This design comes from an exercise in tuning for small area, a short achievable clock period and few clock cycles on the open sky130 flow, not from production work. No activity file was given, so power comes from the tool's default toggle rates.

Setup of rev 12:
==> module main, before the edit <==
module main(input clk, input rst, input start, input [31:0] n, input [63:0] exponent,
    output ready, output done, output [31:0] prime1
    );
	localparam ITER = 4;
	localparam K    = 36 / ITER;      
	reg st_idle, st_norm, st_dbl, st_n3, st_mul, st_conv, st_fin, st_gcd, st_neg;
	reg        done_r;
	reg [32:0] a;         
	reg [63:0] er;        
	reg [6:0]  bl;        
	reg [6:0]  cnt;
	reg        first;     
	reg [33:0] v;
	reg [36:0] S;         
	reg [35:0] C;         
	reg        cin;       
	reg [ITER-1:0] xb;    
	reg [ITER-1:0] xyl;   
	reg [ITER-1:0] u;     
	reg [33:0] n3;        
	assign ready  = st_idle;
	assign done   = done_r;
	assign prime1 = a[31:0];
	wire [35:0] s_nx, c_nx;
	wire        cin_nx;
	modBigNumbers mont (.s(S[35:0]), .c(C), .cin(cin), .x(xb), .y(v), .xyl(xyl), .u(u), .number(a[31:0]),
		.n3(n3), .so(s_nx), .co(c_nx), .cout(cin_nx));
	wire [ITER-1:0] u_nx;
	montInv minv (.n(n[ITER-1:0]), .u(u_nx));
	wire        same = (S[36] == a[32]);
	wire [36:0] a_x  = {{4{a[32]}}, a};
	wire [36:0] pa = st_conv ? {1'b0, S[35:0]} :
	                 st_gcd  ? S :
	                 st_n3   ? {a_x[35:0], 1'b0} :
	                 (first | st_neg) ? 37'd0 : {2'b00, v, 1'b0};
	wire [36:0] pb = st_conv ? {1'b0, C} :
	                 st_gcd  ? (!S[0] ? 37'd0 : same ? ~a_x : a_x) :
	                 st_n3   ? a_x : ~a_x;
	wire        pc = st_conv ? cin :
	                 st_gcd  ? (S[0] & same) : !st_n3;
	wire [37:0] sum2 = {pa, 1'b1} + {pb, pc};
	wire [36:0] sum  = sum2[37:1];
	wire        neg = sum[36];
	wire [33:0] v_dbl  = neg ? {v[32:0], 1'b0} : sum[33:0];
	wire [33:0] v_conv = er[59] ? {sum[32:0], 1'b0} : sum[33:0];
	wire [36:0] b_nx = sum[1] ? {sum[36], sum[36:1]} : {{2{sum[36]}}, sum[36:2]};
	wire        d_zero = (sum == 37'd0);
	wire        d_flip = S[0] & (sum[36] != S[36]);    
	wire        a_neg  = d_flip ? S[36] : a[32];       
	wire        normdone = er[63] | (bl == 7'd4);
	wire [3:0]  P = er[63:60];
	wire [35:0] vpad = {2'b00, v};
	reg  [31:0] mask;
	reg  [6:0]  cnt0;     
	integer     bi;
	always @(*) begin
		mask = 32'd0;
		cnt0 = 7'd36;
		for (bi = 0; bi < 32; bi = bi + 1)
			if (a[bi]) begin
				mask = {32{1'b1}} >> (31 - bi);
				cnt0 = 7'd35 - bi[6:0];
			end
	end
	wire [33:0] v_init = {2'b00, sum[31:0] & mask};
	wire        dbl_now = !first && cnt != 0;
	wire [6:0]  cnt_cur = first ? cnt0 : cnt;
	wire [ITER-1:0] xb_nx = st_conv ? v_conv[ITER-1:0] : st_mul ? vpad[ITER*(cnt+1) +: ITER] : v[ITER-1:0];
	wire [ITER-1:0] yl_nx = st_conv ? v_conv[ITER-1:0] : v[ITER-1:0];
	wire [ITER-1:0] xyl_nx = xb_nx * yl_nx;
	always @(posedge clk) begin
		xb  <= xb_nx;
		xyl <= xyl_nx;
		S   <= 37'd0;
		C   <= 36'd0;
		cin <= 1'b0;
		if (st_fin)
			S <= {1'b1, 2'b00, v};      
		if (st_gcd)
			S <= b_nx;
		if (st_mul) begin
			S   <= {1'b0, s_nx};
			C   <= c_nx;
			cin <= cin_nx;
		end
		if (st_idle) begin
			a   <= {1'b0, n};
			u   <= u_nx;
			er  <= exponent;
			bl  <= 7'd64;
			first <= 1'b1;
		end
		if (st_norm) begin
			first <= 1'b0;
			if (first) begin
				v   <= v_init;
				cnt <= cnt0;
			end
			else if (cnt != 0) begin
				v   <= v_dbl;
				cnt <= cnt - 7'd1;
			end
			if (!normdone) begin
				er <= {er[62:0], 1'b0};
				bl <= bl - 7'd1;
			end
			else begin
				bl  <= bl - 7'd4;
				cnt <= cnt_cur - {6'd0, dbl_now} + {3'b000, P};
			end
		end
		if (st_dbl) begin
			if (cnt != 0) begin
				v   <= v_dbl;
				cnt <= cnt - 7'd1;
			end
		end
		if (st_n3)
			n3  <= sum[33:0];
		if (st_mul) begin
			cnt <= cnt + 7'd1;
		end
		if (st_conv) begin
			v   <= v_conv;
			er  <= {er[62:0], 1'b0};
			bl  <= bl - 7'd1;
			cnt <= 7'd0;
		end
		if (st_gcd && d_flip)
			a <= S[32:0];
		if (st_neg)
			a <= sum[32:0];
		done_r <= 1'b0;
		if (rst) begin
			st_idle <= 1'b1;
			st_norm <= 1'b0;
			st_dbl  <= 1'b0;
			st_n3   <= 1'b0;
			st_mul  <= 1'b0;
			st_conv <= 1'b0;
			st_fin  <= 1'b0;
			st_gcd  <= 1'b0;
			st_neg  <= 1'b0;
		end
		else begin
			if (st_idle && start) begin
				st_idle <= 1'b0;
				st_norm <= 1'b1;
			end
			if (st_norm && normdone) begin
				st_norm <= 1'b0;
				st_dbl  <= 1'b1;
			end
			if (st_dbl && cnt[6:1] == 6'd0) begin
				st_dbl <= 1'b0;
				st_n3  <= 1'b1;
			end
			if (st_n3) begin
				st_n3  <= 1'b0;
				if (bl == 0) st_fin <= 1'b1;
				else         st_mul <= 1'b1;
			end
			if (st_mul && cnt == K - 1) begin
				st_mul  <= 1'b0;
				st_conv <= 1'b1;
			end
			if (st_conv) begin
				st_conv <= 1'b0;
				if (bl == 7'd1) st_fin <= 1'b1;
				else            st_mul <= 1'b1;
			end
			if (st_fin) begin
				st_fin <= 1'b0;
				st_gcd <= 1'b1;
			end
			if (st_gcd && d_zero) begin
				st_gcd  <= 1'b0;
				if (a_neg)
					st_neg  <= 1'b1;
				else begin
					st_idle <= 1'b1;
					done_r  <= 1'b1;
				end
			end
			if (st_neg) begin
				st_neg  <= 1'b0;
				st_idle <= 1'b1;
				done_r  <= 1'b1;
			end
		end
	end
endmodule
export LEC_CHECK = 0
export CAP_MARGIN = 20
export CORE_MARGIN = 2
export CORE_UTILIZATION = 55
export SETUP_SLACK_MARGIN = 3.5
export SLEW_MARGIN = 20
export SYNTH_MEMORY_MAX_BITS = 65536
create_clock -name core_clock -period 8.0 [get_ports {clk}]
run.sh (not shown) runs the stock make flow with config.mk's settings and CLKGATE_MAP_FILE= SYNTH_SCRIPT=/design/flow/synth_recipe.tcl, a recipe that flattens the netlist after the stock synthesis.
### rev 12 -> rev 13
--- a/flow/design.v
+++ b/flow/design.v
@@ -2157,11 +2157,11 @@
 	wire [36:0] sum  = sum2[37:1];
 	wire        neg = sum[36];
 	wire [33:0] v_dbl  = neg ? {v[32:0], 1'b0} : sum[33:0];
 	wire [33:0] v_conv = er[59] ? {sum[32:0], 1'b0} : sum[33:0];
 	wire [36:0] b_nx = sum[1] ? {sum[36], sum[36:1]} : {{2{sum[36]}}, sum[36:2]};
-	wire        d_zero = (sum == 37'd0);
+	wire        d_zero = same ? (S == a_x) : ((S ^ a_x) == {(S[35:0] | a_x[35:0]), 1'b0});
 	wire        d_flip = S[0] & (sum[36] != S[36]);    
 	wire        a_neg  = d_flip ? S[36] : a[32];       
 	wire        normdone = er[63] | (bl == 7'd4);
 	wire [3:0]  P = er[63:60];
 	wire [35:0] vpad = {2'b00, v};
[summary]
- Compared with rev 12, in rev 13 fraction of synthesized cell area in xor and xnor cells rose 1.4 points; largest net degree at the start of global routing went down 0.76%; via count fell 1049; cell-internal power picked up an extra 1.1%.
- Measured against each other, rev 13 and rev 12 differ in portion of the clock cycle consumed by the worst path in the final layout, the higher figure coming from rev 12.
- Higher post-route cell area was reported by rev 12, not rev 13.
- or4_4 as the library cell contributing the largest single delay on the critical path was reported by rev 12, and or2_4 by rev 13.
- Rev 13: row count is 1.2% lower than what rev 12 reported.
- Rev 13 vs rev 12: logic depth of the worst setup path including buffers down in rev 13
- Starting density of the core, rev 13 and rev 12, higher one = rev 13.
- Rev 13 has global placer's final weighted congestion below what rev 12 had.
Function was not checked in any run of this note: the RTL went through the layout flow alone.

[what the ideal ports hide]
No port has a modelled driver above. Below, the same layouts with a new extraction and two added sets of constraints. Step 1 assumes that a clkbuf_16 drives the clock port and a buf_2 every other input. Step 2 times the ports against the registers' clock, not the clock port: input delays grow and output delays shrink by t, the midpoint of the rising clock arrivals with the driver on. Slacks: ideal / step 1 / step 2; pairs: ideal / step 1.
run	t, ns	slack for setup (ns)	clock arrival spread, ns	cell pins on the clock port's net
rev 12	0.625	3.137 / 3.137 / 3.137	0.012 / 0.012	1
rev 13	0.623	3.279 / 3.279 / 3.279	0.037 / 0.037	1
After both steps setup and hold are still met in every run listed.
